Source: an optimization exercise on an open RTL-to-GDS flow (aim: small area, a short achievable clock period and few clock cycles per item). Production flows keep margins and buffers that such runs may drop. The RTL was checked by simulation tests, not by an equivalence proof against the original design. Power figures rest on the tool's default switching activity, not on a simulated workload.

File: design.v
`timescale 1ns / 1ps
module bnn_core #(
    parameter  STRIDE = 1,
    parameter  IN_CHANNEL = 3,
    parameter  OUT_CHANNEL = 3,
    parameter  WEGT_WIDTH = 3,
    parameter  IN_DATA_WIDTH = 28,
    parameter  IN_DATA_1CH = IN_DATA_WIDTH ** 2,
    parameter  IN_DATA_SIZE = IN_DATA_1CH * IN_CHANNEL,
    parameter  WEGT_1CH = WEGT_WIDTH ** 2,
    parameter  WEGT_SIZE = WEGT_1CH * IN_CHANNEL,
    parameter  WEGTS_SIZE = OUT_CHANNEL * WEGT_SIZE,
    parameter  OUT_DATA_WIDTH = (IN_DATA_WIDTH - WEGT_WIDTH) / STRIDE +1,
    parameter  OUT_DATA_1CH = OUT_DATA_WIDTH ** 2,
    parameter  OUT_DATA_SIZE = OUT_CHANNEL * OUT_DATA_1CH,
    parameter  NUM_BUF = WEGT_WIDTH * IN_CHANNEL,
    parameter CORE_DELAY = 5
)(
	input	wire	                    clk,
	input	wire	                    reset_n,
    input   wire [WEGT_SIZE -1: 0]      i_weight,       
    input   wire [IN_DATA_WIDTH -1:0]   i_data,         
    input   wire                        i_valid,
    input   wire [CORE_DELAY - 1 : 0]   i_calc_valid,
	output  reg                         o_valid,
	output  reg  [OUT_DATA_WIDTH -1: 0] o_result        
    );
reg [1 : 0] core_channel_cnt;
always @(posedge clk or negedge reset_n) begin
    if(!reset_n) begin
        core_channel_cnt <= 0;
    end
    else if(i_valid) begin
        if(core_channel_cnt == 2) begin
            core_channel_cnt <= 0;
        end
        else begin
            core_channel_cnt <= core_channel_cnt + 1;
        end
    end
    else begin
        core_channel_cnt <= 0;
    end
end
integer i, j;
reg [IN_DATA_WIDTH - 1 : 0] r_input_mem_data [NUM_BUF - 1 : 0];
always @(posedge clk or negedge reset_n) begin
	if(!reset_n) begin
		for(i = 0; i < NUM_BUF; i = i + 1) begin
			r_input_mem_data[i] <= {IN_DATA_WIDTH{1'b0}};
		end
	end
	else if(i_valid && core_channel_cnt == 0) begin		 
		for(i = 0; i < IN_CHANNEL; i = i + 1) begin
			r_input_mem_data[i * WEGT_WIDTH] 	    <= r_input_mem_data[i * WEGT_WIDTH + 1];
			r_input_mem_data[i * WEGT_WIDTH + 1] 	<= r_input_mem_data[i * WEGT_WIDTH + 2];
		end
		r_input_mem_data[2] <= i_data;
		r_input_mem_data[5] <= 0;
		r_input_mem_data[8] <= 0;
	end
	else if(i_valid) begin
		r_input_mem_data[core_channel_cnt * WEGT_WIDTH + 2] <= i_data;
	end
end
reg [WEGT_SIZE - 1 : 0] r_weight;
always @(posedge clk or negedge reset_n) begin
    if(!reset_n) begin
        r_weight <= {WEGT_SIZE{1'b0}};
    end
    else if(i_valid) begin
        r_weight <= i_weight;
    end
end
wire [WEGT_SIZE - 1 : 0] sliced_input [OUT_DATA_WIDTH - 1 : 0];
genvar a,b,c;
generate
	for(a = 0; a < OUT_DATA_WIDTH; a = a + 1) begin
		for(b = 0; b < IN_CHANNEL; b = b + 1) begin
			for(c = 0; c < WEGT_WIDTH; c = c + 1) begin
				assign sliced_input[a][(WEGT_SIZE - 1) - b * WEGT_1CH - c * WEGT_WIDTH -: WEGT_WIDTH] 
				= r_input_mem_data[b * WEGT_WIDTH + c][(IN_DATA_WIDTH - 1) - a -: WEGT_WIDTH];
			end
		end
	end
endgenerate
reg [WEGT_SIZE - 1 : 0 ] r_sliced_input [OUT_DATA_WIDTH - 1 : 0];
always @(posedge clk or negedge reset_n) begin
	if(!reset_n) begin
		for(i = 0; i < OUT_DATA_WIDTH; i = i + 1) begin
			r_sliced_input[i] <= {WEGT_SIZE{1'b0}};
		end
	end
	else if(i_calc_valid[1]) begin
		for(i = 0; i < OUT_DATA_WIDTH; i = i + 1) begin
			r_sliced_input[i] <= sliced_input[i];
		end
	end
end
wire [WEGT_SIZE - 1 : 0] xnor_result [OUT_DATA_WIDTH - 1 : 0];
genvar d;
generate
	for(d = 0; d < OUT_DATA_WIDTH; d = d + 1) begin
		assign xnor_result[d] = ~ (r_sliced_input[d] ^ r_weight);
	end
endgenerate
reg [WEGT_SIZE - 1 : 0] r_xnor_result [OUT_DATA_WIDTH - 1 : 0];
always @(posedge clk or negedge reset_n) begin
	if(!reset_n) begin
		for(i = 0; i < OUT_DATA_WIDTH; i = i + 1) begin
			r_xnor_result[i] <= {WEGT_SIZE{1'b0}};
		end
	end
	else if(i_calc_valid[2]) begin
		for(i = 0; i < OUT_DATA_WIDTH; i = i + 1) begin
			r_xnor_result[i] <= xnor_result[i];
		end
	end
end
reg [4 : 0] popcnt_result [OUT_DATA_WIDTH - 1 : 0];
always @(*) begin
	for(i = 0; i < OUT_DATA_WIDTH; i = i + 1) begin
		popcnt_result[i] = 0;
		for(j = 0; j < WEGT_SIZE; j = j + 1) begin
			popcnt_result[i] = popcnt_result[i] + r_xnor_result[i][j];
		end
	end
end
reg [4 : 0] r_popcnt_result [OUT_DATA_WIDTH - 1 : 0];
always @(posedge clk or negedge reset_n) begin
	if(!reset_n) begin
		for(i = 0; i < OUT_DATA_WIDTH; i = i + 1) begin
			r_popcnt_result[i] <= {WEGT_SIZE{1'b0}};
		end
	end
	else if(i_calc_valid[3]) begin
		for(i = 0; i < OUT_DATA_WIDTH; i = i + 1) begin
			r_popcnt_result[i] <= popcnt_result[i];
		end
	end
end
wire [OUT_DATA_WIDTH - 1 : 0] result;
genvar e;
generate
	for(e = 0; e < OUT_DATA_WIDTH; e = e + 1) begin
		assign result[(OUT_DATA_WIDTH - 1) - e] = (r_popcnt_result[e] << 1) > WEGT_SIZE ? 1 : 0;
	end
endgenerate
always @(posedge clk or negedge reset_n) begin
	if(!reset_n) begin
		o_result <= {WEGT_SIZE{1'b0}};
	end
	else if(i_calc_valid[4]) begin
		o_result <= result;
	end
end
always @(posedge clk or negedge reset_n) begin
    if(!reset_n) begin
        o_valid <= 0;
    end
    else begin
        o_valid <= i_calc_valid[4];
    end
end
endmodule
`timescale 1ns / 1ps
module bnn_layer
#(
	parameter CNT_BIT = 31,
	parameter IN_MEM_DWIDTH = 28,
	parameter IN_MEM_AWIDTH = 7,
	parameter IN_MEM_DEPTH  = 84,
	parameter WEGT_MEM_DWIDTH = 27,
	parameter WEGT_MEM_AWIDTH = 2,
	parameter WEGT_MEM_DEPTH  = 3,
	parameter OUT_MEM_DWIDTH = 26,
	parameter OUT_MEM_AWIDTH = 5,
	parameter OUT_MEM_DEPTH  = 78,
    parameter  STRIDE = 1,
    parameter  IN_CHANNEL = 3,
    parameter  OUT_CHANNEL = 3,
    parameter  WEGT_WIDTH = 3,
    parameter  IN_DATA_WIDTH = 28,
    parameter  IN_DATA_1CH = IN_DATA_WIDTH ** 2,
    parameter  IN_DATA_SIZE = IN_DATA_1CH * IN_CHANNEL,  
    parameter  WEGT_1CH = WEGT_WIDTH ** 2,
    parameter  WEGT_SIZE = WEGT_1CH * IN_CHANNEL,
    parameter  WEGTS_SIZE = OUT_CHANNEL * WEGT_SIZE,
    parameter  OUT_DATA_WIDTH = (IN_DATA_WIDTH - WEGT_WIDTH) / STRIDE +1,
    parameter  OUT_DATA_1CH = OUT_DATA_WIDTH ** 2,
    parameter  OUT_DATA_SIZE = OUT_CHANNEL * OUT_DATA_1CH,
    parameter  NUM_BUF = WEGT_WIDTH * IN_CHANNEL,
    parameter  STATE_WIDTH = 3,
    parameter  CORE_DELAY = 5
)
(
    input 				        clk,
    input 				        reset_n,
	input 				        i_run,
	input  [CNT_BIT-1:0]	    i_num_cnt,
	output   			        o_idle,
	output   			        o_read,
	output                      o_write,
	output  			        o_done,
	output[IN_MEM_AWIDTH-1:0] 	addr_input,
	output 				        ce_input,
	output 				        we_input,
	input [IN_MEM_DWIDTH-1:0]   q_input,
	output[IN_MEM_DWIDTH-1:0] 	d_input,
	output[WEGT_MEM_AWIDTH-1:0] addr_weight,
	output 				        ce_weight,
	output 				        we_weight,
	input [WEGT_MEM_DWIDTH-1:0] q_weight,
	output[WEGT_MEM_DWIDTH-1:0] d_weight,
    output[OUT_MEM_AWIDTH-1:0] 	addr_output,
	output 				        ce_output,
	output 				        we_output,
	input [OUT_MEM_DWIDTH-1:0]  q_output,
	output[OUT_MEM_DWIDTH-1:0] 	d_output
    );
localparam S_IDLE	= 2'b00;
localparam S_RUN	= 2'b01;
localparam S_DONE  	= 2'b10;
reg [1:0] c_state_read;  
reg [1:0] n_state_read;  
reg [1:0] c_state_write;  
reg [1:0] n_state_write;  
wire      is_write_start;
wire      calc_valid;
wire      out_channel_end;
wire      wegt_read;
wire      result_valid;
wire	  is_write_done;
wire	  is_read_done;
always @(posedge clk or negedge reset_n) begin
    if(!reset_n) begin
		c_state_read <= S_IDLE;
    end else begin
		c_state_read <= n_state_read;
    end
end
always @(posedge clk or negedge reset_n) begin
    if(!reset_n) begin
		c_state_write <= S_IDLE;
    end else begin
		c_state_write <= n_state_write;
    end
end
always @(*) 
begin
	n_state_read = c_state_read;  
	case(c_state_read)
	S_IDLE	: if(i_run)
				n_state_read = S_RUN;
	S_RUN   : if(is_read_done)
				n_state_read = S_DONE;
	S_DONE	: n_state_read 	 = S_IDLE;
	endcase
end 
always @(*) 
begin
	n_state_write = c_state_write;  
	case(c_state_write)
	S_IDLE	: if(is_write_start)
				n_state_write = S_RUN;
	S_RUN   : if(is_write_done)
				n_state_write = S_DONE;
	S_DONE	: n_state_write   = S_IDLE;
	endcase
end 
assign o_idle 		= (c_state_read == S_IDLE) && (c_state_write == S_IDLE);
assign o_read 		= (c_state_read == S_RUN);
assign o_write 		= (c_state_write == S_RUN);
assign o_done 		= (c_state_write == S_DONE);  
reg [CNT_BIT-1:0] num_cnt;
reg [3:0] o_write_cnt;
always @(posedge clk or negedge reset_n) begin
    if(!reset_n) begin
        num_cnt <= 0;  
    end else if (i_run) begin
        num_cnt <= i_num_cnt;
	end else if (o_done) begin
		num_cnt <= 0;
	end
end
reg [1:0] in_channel_cnt;
always @(posedge clk or negedge reset_n) begin	 
	if(!reset_n) begin
		in_channel_cnt <= 1;
	end
	else if(in_channel_cnt >= 2) begin
		in_channel_cnt <= 0;
	end
	else if(o_read) begin
		in_channel_cnt <= in_channel_cnt + 1;
	end
end
reg [2 : 0] out_channel_cnt;
always @(posedge clk or negedge reset_n) begin
	if(!reset_n) begin
		out_channel_cnt <= 0;
	end
	else if(out_channel_end) begin
		out_channel_cnt <= out_channel_cnt + 1;
	end
	else if(out_channel_cnt == OUT_CHANNEL) begin
		out_channel_cnt <= 0;
	end
end
reg [IN_DATA_WIDTH - 1 : 0] row_cnt;
always @(posedge clk or negedge reset_n) begin	
	if(!reset_n) begin
		row_cnt <= 0;
	end
	else if(row_cnt >= IN_DATA_WIDTH) begin
		row_cnt <= 0;
	end
	else if(o_read && in_channel_cnt == 2) begin
		row_cnt <= row_cnt + 1;
	end
end
reg [CORE_DELAY - 1 : 0] r_calc_valid;
always @(posedge clk or negedge reset_n) begin
	if(!reset_n) begin
		r_calc_valid <= {CORE_DELAY{1'b0}};
	end
	else begin
		r_calc_valid <= {r_calc_valid[CORE_DELAY - 2 : 0],{calc_valid}};
	end
end
reg [CNT_BIT-1:0] addr_cnt_read_input;
reg [CNT_BIT-1:0] addr_cnt_read_weight; 
reg [CNT_BIT-1:0] addr_cnt_write;
assign is_read_done  = o_read  && (out_channel_cnt == OUT_CHANNEL - 1) && out_channel_end ;
assign is_write_done = o_write && (addr_cnt_write == OUT_MEM_DEPTH - 1) && (|r_calc_valid == 0);
assign calc_valid	= o_read && (in_channel_cnt == 0) && (row_cnt > 2);
assign out_channel_end = (addr_cnt_read_input == IN_MEM_DEPTH - 1); 
assign wegt_read    = o_read && (out_channel_cnt > 0) && (in_channel_cnt == 0) &&(row_cnt == 2);
always @(posedge clk or negedge reset_n) begin
    if(!reset_n) begin
        addr_cnt_read_input <= 0;  
    end else if (is_read_done | out_channel_end) begin
        addr_cnt_read_input <= 0; 
    end else if (o_read) begin
        addr_cnt_read_input <= IN_DATA_WIDTH * in_channel_cnt + row_cnt;
	end
end
always @(posedge clk or negedge reset_n) begin
    if(!reset_n) begin
        addr_cnt_read_weight <= 0;  
    end else if (is_read_done) begin
        addr_cnt_read_weight <= 0; 
    end else if (wegt_read) begin
        addr_cnt_read_weight <= addr_cnt_read_weight + 1;
	end
end
always @(posedge clk or negedge reset_n) begin
    if(!reset_n) begin
        addr_cnt_write <= 0;  
    end else if (is_write_done) begin
        addr_cnt_write <= 0; 
    end else if (o_write && result_valid ) begin
        addr_cnt_write <= addr_cnt_write + 1;
	end
end
reg  r_valid;
always @(posedge clk or negedge reset_n) begin
    if(!reset_n) begin
        r_valid <= {IN_MEM_DWIDTH{1'b0}};  
    end else begin
	    r_valid <= o_read;  
    end
end
assign addr_input 	= addr_cnt_read_input;
assign ce_input 	= o_read;
assign we_input 	= 1'b0;  
assign d_input		= {IN_MEM_DWIDTH{1'b0}};  
wire [IN_MEM_DWIDTH - 1 : 0]    input_mem_data;
assign input_mem_data = q_input;
assign addr_weight 	= addr_cnt_read_weight;
assign ce_weight 	= o_read;    
assign we_weight 	= 1'b0;  
assign d_weight		= {IN_MEM_DWIDTH{1'b0}};  
wire [WEGT_MEM_DWIDTH - 1:0] 	weight_mem_data;
assign weight_mem_data = q_weight; 
wire [OUT_MEM_DWIDTH-1:0] w_result;
bnn_core #(
.WEGT_WIDTH     (WEGT_WIDTH),
.IN_DATA_WIDTH  (IN_DATA_WIDTH),
.STRIDE         (STRIDE),
.IN_CHANNEL     (IN_CHANNEL),
.OUT_CHANNEL    (OUT_CHANNEL)
) u_bnn_core (
.clk            (clk),
.reset_n        (reset_n),
.i_weight       (weight_mem_data),
.i_data         (input_mem_data),
.i_valid	    (r_valid),
.i_calc_valid   (r_calc_valid),
.o_valid        (result_valid),
.o_result       (w_result)
);
assign is_write_start = r_calc_valid[4];
assign addr_output 	= addr_cnt_write;
assign ce_output 	= o_write && result_valid;
assign we_output 	= o_write;
assign d_output		= w_result;
endmodule
module bnn_layer0 (
    input  wire        clk,
    input  wire        reset_n,
    input  wire        i_run,
    output wire        o_idle,
    output wire        o_done,
    output wire [6:0]  addr_input,
    output wire        ce_input,
    input  wire [27:0] q_input,
    output wire [1:0]  addr_weight,
    output wire        ce_weight,
    input  wire [26:0] q_weight,
    output wire [6:0]  addr_output,
    output wire        we_output,
    output wire [25:0] d_output
);
wire        w_read, w_write;
wire        w_we_input, w_we_weight, w_ce_output, w_we_output;
wire [27:0] w_d_input;
wire [26:0] w_d_weight;
bnn_layer #(
    .CNT_BIT         (31),
    .IN_MEM_DWIDTH   (28),
    .IN_MEM_AWIDTH   (7),
    .IN_MEM_DEPTH    (84),
    .WEGT_MEM_DWIDTH (27),
    .WEGT_MEM_AWIDTH (2),
    .WEGT_MEM_DEPTH  (3),
    .OUT_MEM_DWIDTH  (26),
    .OUT_MEM_AWIDTH  (7),
    .OUT_MEM_DEPTH   (78),
    .WEGT_WIDTH      (3),
    .IN_DATA_WIDTH   (28),
    .STRIDE          (1),
    .IN_CHANNEL      (3),
    .OUT_CHANNEL     (3)
) u_bnn_layer (
    .clk         (clk),
    .reset_n     (reset_n),
    .i_run       (i_run),
    .i_num_cnt   (31'd84),
    .o_idle      (o_idle),
    .o_read      (w_read),
    .o_write     (w_write),
    .o_done      (o_done),
    .addr_input  (addr_input),
    .ce_input    (ce_input),
    .we_input    (w_we_input),
    .q_input     (q_input),
    .d_input     (w_d_input),
    .addr_weight (addr_weight),
    .ce_weight   (ce_weight),
    .we_weight   (w_we_weight),
    .q_weight    (q_weight),
    .d_weight    (w_d_weight),
    .addr_output (addr_output),
    .ce_output   (w_ce_output),
    .we_output   (w_we_output),
    .q_output    (26'd0),
    .d_output    (d_output)
);
assign we_output = w_ce_output & w_we_output;
endmodule
File: run.sh
#!/bin/bash
# synth_recipe.tcl (not shown) runs the flow's synth.tcl, then flattens the netlist and writes it again
# the make line also repeats each setting of config.mk as NAME=value (left out here)
make -C /OpenROAD-flow-scripts/flow DESIGN_CONFIG=/design/flow/config.mk WORK_HOME=/design/flow/orfs CLKGATE_MAP_FILE= SYNTH_SCRIPT=/design/flow/synth_recipe.tcl finish
File: constraint.sdc
create_clock -name core_clock -period 6.0 [get_ports {clk}]
set_input_delay 1.2000 -clock core_clock [delete_from_list [all_inputs] [get_ports {clk}]]
set_output_delay 1.2000 -clock core_clock [all_outputs]
set_load 0.01 [all_outputs]
File: config.mk
export PLATFORM = sky130hd
export DESIGN_NAME = bnn_layer0
export DESIGN_NICKNAME = bnn_layer0
export VERILOG_FILES = /design/flow/design.v
export SDC_FILE = /design/flow/constraint.sdc
export NUM_CORES = 4
export LEC_CHECK = 0
export CAP_MARGIN = 20
export CORE_MARGIN = 2
export CORE_UTILIZATION = 40
export PLACE_DENSITY = 0.6
export SLEW_MARGIN = 20
==> run summary <==
- Post-CTS sizing: 0
- Crit path kind: register to register
- Vias in the first global route: 49.3k
- Pre-CTS setup slack: 0.560 ns
- Share of layout cells above drive strength 1: 0.176
- Post-synthesis average cell area: 11.7 sq um
- Final instance area: 88200 sq um
- DR WL/cell: 20.5 um
- CP Capture Type: register
- Most common cell in the netlist: dfrtp_1
- GR Layer Usage met1: 0.281
- RSZ-0062 raised after global routing: false
- Area occupied by multi-input gates: 37000 sq um
- Req. time, crit path: 6.67 ns
- Fillers: 18.1k
- Fin Clk Skew: 0.0445 ns
- Cell Area, Placed: 82600 sq um
- All-layer global routing usage: 0.201
- # clock sinks: 1471
- Placer Congestion: 0.811
- Most instantiated cells after synthesis: 1470 x dfrtp_1, 990 x inv_1, 829 x mux2_2, 816 x xnor2_1, 566 x nand2_1
- Drt first pass iters: 7
- Asr flop ratio synth: 1.00
- Post-synth top area share: 0.466
- Final hold vios: 0
- Clk root buf: clkbuf_16
- Post-synthesis sequential area ratio: 0.466
- Postcts setup bufs: 0
- Fin nets: 7548
- Final Cycle Share: 0.905
- Core ar.: 197000 sq um
- Max VDD drop: 0.000425 V
- Number of synthesized flops with an enable pin: 0
- Hold WS: 0.389 ns
- Post-synth top flop: dfrtp_1
- Leakage Power: 38.9 nW
- Synth Cell Area: 78900 sq um
- First-pass GRT wire length: 305000 um
- Die Width: 448 um
- Sequential Area: 36900 sq um
- Final WS setup: 0.572 ns
- Fmax: 184 MHz
- Total number of yosys warnings: 7
- Largest area contributor in the netlist: dfrtp_1
- Area added between synthesis and finish: 11.8%
- Layer with the highest usage: met2
- Power per Cell Area: 550 nW/um^2
- Global routing met3 resource utilization: 0.0324
- Util after Layout: 0.449
- Type of origin of the critical path: register
- Placed insts: 9232
- Global route overflow: 0
- Area contributors post-synth: dfrtp_1 47%, fa_1 12%, mux2_2 12%
- Max cap viols: 0
- DR vias: 46.8k
- Fin. max-slew vios: 0
- Final WL: 196000 um
- Cell Chain, Critical Path: fa_1 -> inv_1 -> fa_1 -> inv_1 -> fa_1 -> inv_1 -> fa_1 -> fa_1 -> fa_1 -> inv_1 -> ha_1 -> a21oi_1 -> fa_1 -> inv_1 -> a21o_1 -> a21oi_1 -> xnor2_1 -> mux2_2
- CTS tree: built
- Final HPWL from detailed placement: 124000 um
- Clock-pin slew on the worst setup and hold paths: 0.06 ns
- Initial antenna violation count: 6
- Residual DRC: 0
- Die Ht: 448 um
- Final setup violation count: 0
- CTS Buf Count: 166
- Slowest-stage cell, CP: fa_1
- DIE AREA: 201000 sq um
- Cell Count, Final, Fillers Out: 9536
- Tightest Pin Transition: 1.12 ns
- Clock latency (worst-skew pair): 0.81 ns
- Post-route minimum period: 5.43 ns
- Crit path DAT: 6.10 ns
- Routed vias/inst: 4.90
- Critical Path Fanout Max: 2
- Starting DRT DRC Count: 3146
- IO Port Bufs: 104
- Relative slew slack: 0.256
- Boundary pin count: 105
- Max Root-Sink Buffers: 3
- Register bit count reported by yosys: 1471
- Critical Path Max Stage Delay: 0.55 ns
- Post-CTS Hold Buffers: 0
- Largest net degree at the start of global routing: 210
- Most used cell along the critical path: fa_1
- H-tree levels: 4
- Netlist cell types: 57
- Gate Count Post-Synth: 6723
- Num rows: 163
- Post-DRT Antenna Nets: 0
- Met2 Track Usage GR: 0.326
- Setup TNS: 0 ns
- Hold crit path type: input port to asynchronous set/reset pin
- Status: timing/DRC/antenna clean
- Pwr Total: 48.5 mW
- Starting density of the core: 0.401
[layer usage]
metal	wire length [um]	up-vias	share of wire
met5	46	-	0.00023
met4	4390	6	0.022
met2	93200	899	0.48
met3	8890	241	0.045
li1	-	21400	-
met1	89400	24200	0.46
[cell type report]
type                    count  share of cell area
clock inverters            54             0.00883
diodes                      3           0.0000851
clock buffers             247              0.0545
multi-input cells        3953               0.419
flip-flops and latches   1471               0.418
inverters                 990              0.0421
repair buffers            178              0.0203
well taps                2640              0.0374
[path summary, 6_finish.rpt]
kind	slack [ns]	cells after the start	start	endpoint
setup reg to reg	0.57	18	u_bnn_layer.u_bnn_core.r_xnor_result[7][17]$_DFFE_PN0P_	u_bnn_layer.u_bnn_core.r_popcnt_result[7][4]$_DFFE_PN0P_
hold / removal	0.39	1	reset_n	u_bnn_layer.u_bnn_core.r_sliced_input[4][8]$_DFFE_PN0P_
setup / recovery	0.57	18	u_bnn_layer.u_bnn_core.r_xnor_result[7][17]$_DFFE_PN0P_	u_bnn_layer.u_bnn_core.r_popcnt_result[7][4]$_DFFE_PN0P_
max in group asynchronous	4.17	2	reset_n	u_bnn_layer.u_bnn_core.r_xnor_result[23][24]$_DFFE_PN0P_
min in group core_clock	0.47	1	u_bnn_layer.u_bnn_core.r_input_mem_data[0][3]$_DFFE_PN0P_	u_bnn_layer.u_bnn_core.r_sliced_input[22][24]$_DFFE_PN0P_
hold reg to reg	0.47	1	u_bnn_layer.u_bnn_core.r_input_mem_data[0][3]$_DFFE_PN0P_	u_bnn_layer.u_bnn_core.r_sliced_input[22][24]$_DFFE_PN0P_
[logic make-up (layout without fill, tap and decap cells)]
family / Yosys count / in the layout / synth area share
other: 1 / 26 / 0.0000475
AND/OR/NAND/NOR: 758 / 758 / 0.0412
XOR/XNOR: 835 / 835 / 0.0927
multiplexers: 852 / 852 / 0.121
buffers and inverters: 1321 / 1469 / 0.0664
flip-flops: 1471 / 1471 / 0.466
AO/OA/AOI/OAI: 755 / 755 / 0.0515
adder cells (fa/ha/maj): 730 / 730 / 0.160
[cell usage in the layout, fill, tap and decap left out, types with 33 or more instances in the layout]
cell and n:
dfrtp_1 1437, inv_1 990, mux2_2 829, xnor2_1 816, nand2_1 565, o21ai_0 491
fa_1 469, ha_1 260, clkbuf_16 167, a21oi_1 130, clkdlybuf4s50_1 103, nor2_1 73
buf_4 60, a21o_1 47, clkbuf_1 47, clkbuf_8 33
[where the power goes]
part	internal (mW)	leakage (nW)	switching, mW	total [mW]
Combinational	13.6	18.8	12.3	25.9
Clock	6.07	2.73	4.29	10.4
Sequential	11.5	17.4	0.742	12.3
[flip-flops by register name (all words and copies together) (netlist names)]
name and count:
u_bnn_layer.u_bnn_core.r_xnor_result 702, u_bnn_layer.r_calc_valid 5, u_bnn_layer.c_state_write 2, u_bnn_layer.addr_cnt_write 31, u_bnn_layer.u_bnn_core.r_weight 27, u_bnn_layer.u_bnn_core.r_input_mem_data 252, u_bnn_layer.r_valid 1, u_bnn_layer.u_bnn_core.o_result 26
u_bnn_layer.u_bnn_core.r_sliced_input 252, u_bnn_layer.u_bnn_core.r_popcnt_result 104, u_bnn_layer.addr_cnt_read_input 29, u_bnn_layer.in_channel_cnt 2, u_bnn_layer.u_bnn_core.core_channel_cnt 2, u_bnn_layer.addr_cnt_read_weight 2, u_bnn_layer.u_bnn_core.o_valid 1, u_bnn_layer.row_cnt 28
u_bnn_layer.out_channel_cnt 3, u_bnn_layer.c_state_read 2
[critical path: cells and delay by family, from the launching register on]
kind	cells	cell delay (ns)
multiplexers	1	0.26
flip-flops	1	0.40
adder cells (fa/ha/maj)	8	3.68
buffers and inverters	5	0.26
AO/OA/AOI/OAI	3	0.59
XOR/XNOR	1	0.09
Testbench counts, summed over its fixed seeds: cycles 24,960, runs 96.

-- separate check: timing with driven ports --
How much do the figures lean on ideal ports? The routed layout below was timed once more, with nothing changed but the port constraints.
Step 1 assumes that a clkbuf_16 drives the clock port and a buf_2 every other input.
Step 2, shift: input delay + t, output delay - t, t = (earliest + latest rising clock arrival at the registers) / 2. This alone moves slack from input paths to output paths.
a / b / c = ideal ports / drivers / drivers and shift; a / b = the first two.
shift t [ns]: 0.873
setup WS [ns]: 0.572 / 0.572 / 0.572
hold WS [ns]: 0.389 / 0.429 / 0.472
worst slew at a driven data input, ns: 0.12
After both steps setup and hold are still met in this run. The setup slack of this run moves by 0.000 ns with the drivers and by 0.000 ns with both steps.
